Source: an optimization exercise on an open RTL-to-GDS flow (aim: small area and a short achievable clock period). Production flows keep margins and buffers that such runs may drop.
The RTL was checked by simulation tests, not by an equivalence proof against the original design.
No activity file was given, so power comes from the tool's default toggle rates.

==> lagoon <==
## guitar_hero
module guitar_hero(clk, rst, btnRst, sw, hsync, vsync, buzzer, r, g, b, o_segval, o_whichseg);
export LEC_CHECK = 0
export ABC_CLOCK_PERIOD_IN_PS = 50000
export CAP_MARGIN = 0
export CORE_MARGIN = 2
export CORE_UTILIZATION = 40
export CTS_BUF_LIST = sky130_fd_sc_hd__clkbuf_16
export CTS_CLUSTER_DIAMETER = 80
export CTS_CLUSTER_SIZE = 30
export SLEW_MARGIN = 0
create_clock -name core_clock -period 90.0 [get_ports {clk}]
standard.sh (not shown) runs the stock make flow with config.mk's settings and CLKGATE_MAP_FILE= SYNTH_SCRIPT=/design/flow/synth_recipe.tcl, a recipe that flattens the netlist after the stock synthesis.
==> flow/flow/run.sh <==
#!/bin/bash
# Own layout flow: the standard ORFS flow, with three changes.
#  - Synthesis maps the logic with an area-oriented ABC script
#    (flow/abc_area.script) and without the full/half-adder extraction.
#    Registers are mapped before ABC runs, so they are the standard
#    synthesis's (same names, count and cells).
#  - The ports get buf_1 buffers instead of the flow's default choice.
#  - Timing repair aims at a setup slack of 60 ns: only the path from sw to
#    buzzer (input and output delays 18 ns each) is below that, so only its
#    cells are resized.
# Each tool's output goes to a log file of its own in this folder.
set -euo pipefail
HERE=$(pwd)
mkdir -p scripts_shadow
for f in "$FLOW_HOME"/scripts/*; do
    ln -sf "$f" scripts_shadow/
done
rm -f scripts_shadow/abc_speed.script
cp flow/abc_area.script scripts_shadow/abc_speed.script

bash standard.sh SCRIPTS_DIR="$HERE/scripts_shadow" ADDER_MAP_FILE= SETUP_SLACK_MARGIN=60 \
    BUFFER_PORTS_ARGS="-buffer_cell sky130_fd_sc_hd__buf_1" synth > synth.log 2>&1
bash standard.sh SCRIPTS_DIR="$HERE/scripts_shadow" ADDER_MAP_FILE= SETUP_SLACK_MARGIN=60 \
    BUFFER_PORTS_ARGS="-buffer_cell sky130_fd_sc_hd__buf_1" finish > layout.log 2>&1
==> flow/flow/abc_area.script <==
strash
dch -f
amap
strash
dch -f
amap
strash
dch -f
amap
topo
==> fjord: changes against lagoon <==
Settings changed: CAP_MARGIN 0 to 20, CTS_BUF_LIST sky130_fd_sc_hd__clkbuf_16 to sky130_fd_sc_hd__clkbuf_8 sky130_fd_sc_hd__clkbuf_16, SLEW_MARGIN 0 to 20.
==> cedar: changes against lagoon <==
Settings changed: CAP_MARGIN 0 to 20, CORE_UTILIZATION 40 to 60, SLEW_MARGIN 0 to 20.
==> violet: changes against lagoon <==
==> flow/flow/run.sh (replaced) <==
#!/bin/bash
# Own layout flow: the standard ORFS flow, with these changes.
#  - Synthesis maps the logic with an area-oriented ABC script
#    (flow/abc_area.script) and without the full/half-adder extraction.
#    Registers are mapped before ABC runs, so they are the standard
#    synthesis's (same names, count and cells).
#  - The ports get buf_1 buffers instead of the flow's default choice.
#  - Clock tree synthesis uses no dummy loads (CTS_ARGS repeats the
#    flow's own arguments from config.mk's CTS settings otherwise).
#  - Timing repair aims at a setup slack of 60 ns: only the path from sw to
#    buzzer (input and output delays 18 ns each) is below that, so only its
#    cells are resized.
# Each tool's output goes to a log file of its own in this folder.
set -euo pipefail
HERE=$(pwd)
CTS="-sink_clustering_enable -repair_clock_nets -sink_clustering_size 30 -sink_clustering_max_diameter 80"
CTS="$CTS -buf_list sky130_fd_sc_hd__clkbuf_16 -dont_use_dummy_load"
mkdir -p scripts_shadow
for f in "$FLOW_HOME"/scripts/*; do
    ln -sf "$f" scripts_shadow/
done
rm -f scripts_shadow/abc_speed.script
cp flow/abc_area.script scripts_shadow/abc_speed.script

bash standard.sh SCRIPTS_DIR="$HERE/scripts_shadow" ADDER_MAP_FILE= SETUP_SLACK_MARGIN=60 CTS_ARGS="$CTS" \
    BUFFER_PORTS_ARGS="-buffer_cell sky130_fd_sc_hd__buf_1" synth > synth.log 2>&1
bash standard.sh SCRIPTS_DIR="$HERE/scripts_shadow" ADDER_MAP_FILE= SETUP_SLACK_MARGIN=60 CTS_ARGS="$CTS" \
    BUFFER_PORTS_ARGS="-buffer_cell sky130_fd_sc_hd__buf_1" finish > layout.log 2>&1
Settings changed: CAP_MARGIN 0 to 20, SLEW_MARGIN 0 to 20.
==> qor summary <==
| item | lagoon | fjord | cedar | violet |
|---|---|---|---|---|
| Run status | finished clean | finished clean | finished clean | finished clean |
| Utilization after layout | 0.449 | 0.449 | 0.662 | 0.445 |
| Count of inserted tapcells | 378 | 378 | 234 | 378 |
| HPWL Detailed | 18.4 mm | 18.4 mm | 17.7 mm | 18.4 mm |
| Worst Tran Pin Value | 1130 ps | 1080 ps | 1030 ps | 1030 ps |
| Layout cells sized above 1 | 0.0249 | 0.0256 | 0.0270 | 0.0216 |
| Global placer's final weighted congestion | 0.904 | 0.904 | 0.913 | 0.904 |
| GR Layer Usage met1 | 0.258 | 0.258 | 0.352 | 0.256 |
| Arrival time of data at the critical path endpoint | 18990 ps | 18990 ps | 18950 ps | 18990 ps |
| Worst reg2reg path depth | 39 | 36 | 38 | 36 |
| Chip Height | 172 um | 172 um | 141 um | 172 um |
| Met2 capacity usage during global routing | 0.259 | 0.259 | 0.388 | 0.258 |
| First-pass GRT wire length | 41.8 mm | 41.7 mm | 40.6 mm | 41.6 mm |
| Instance count after placement with tap cells included | 1801 | 1801 | 1657 | 1801 |
| Wire length the detailed router placed on met1 | 13.0 mm | 13.0 mm | 12.1 mm | 13.0 mm |
| Part of the power in registers | 0.594 | 0.593 | 0.597 | 0.611 |
| Final critical path time including I/O delays and setup | 36990 ps | 36990 ps | 36950 ps | 36990 ps |
| Ratio of final minimum period to clock period | 0.411 | 0.411 | 0.411 | 0.411 |
| Worst max-slew margin expressed relative to the limit | 0.237 | 0.271 | 0.305 | 0.300 |
| Reported combinational group power | 0.0312 mW | 0.0312 mW | 0.0315 mW | 0.0311 mW |
| Worst clock skew on the final layout | 35.9 ps | 32.8 ps | 14.1 ps | 74.7 ps |
| Endpoint of the lowest-slack register-to-register path | disp.d1[3] | disp.d1[3] | disp.d1[3] | disp.d1[2] |
| Switch Pwr | 0.0724 mW | 0.0723 mW | 0.0715 mW | 0.0675 mW |

[what the ideal ports hide]
The flow's constraints put no driver on any port. The routed layouts listed below were extracted and timed again, unchanged, in two steps. Step 1: set_driving_cell puts a clkbuf_16 on clk and a buf_2 on each other input, an assumption about the parent block. Step 2 times the ports against the registers' clock, not the clock port: input delays grow and output delays shrink by t, the midpoint of the rising clock arrivals with the driver on. Slacks: ideal / step 1 / step 2; pairs: ideal / step 1.
| run | t, ns | slack for setup (ns) | worst setup path at the end | worst data-port slew with drivers (ns) |
|---|---|---|---|---|
| lagoon | 0.549 | 53.013 / 52.892 / 52.892 | input to output | 0.13 |
| fjord | 0.548 | 53.013 / 52.896 / 52.896 | input to output | 0.13 |
| cedar | 0.530 | 53.048 / 52.967 / 52.967 | input to output | 0.09 |
| violet | 0.528 | 53.010 / 52.890 / 52.890 | input to output | 0.13 |
After both steps setup and hold are still met in every run listed. For lagoon, which loses most, drivers alone change the setup slack by -0.121 ns; drivers and shift together by -0.121 ns.
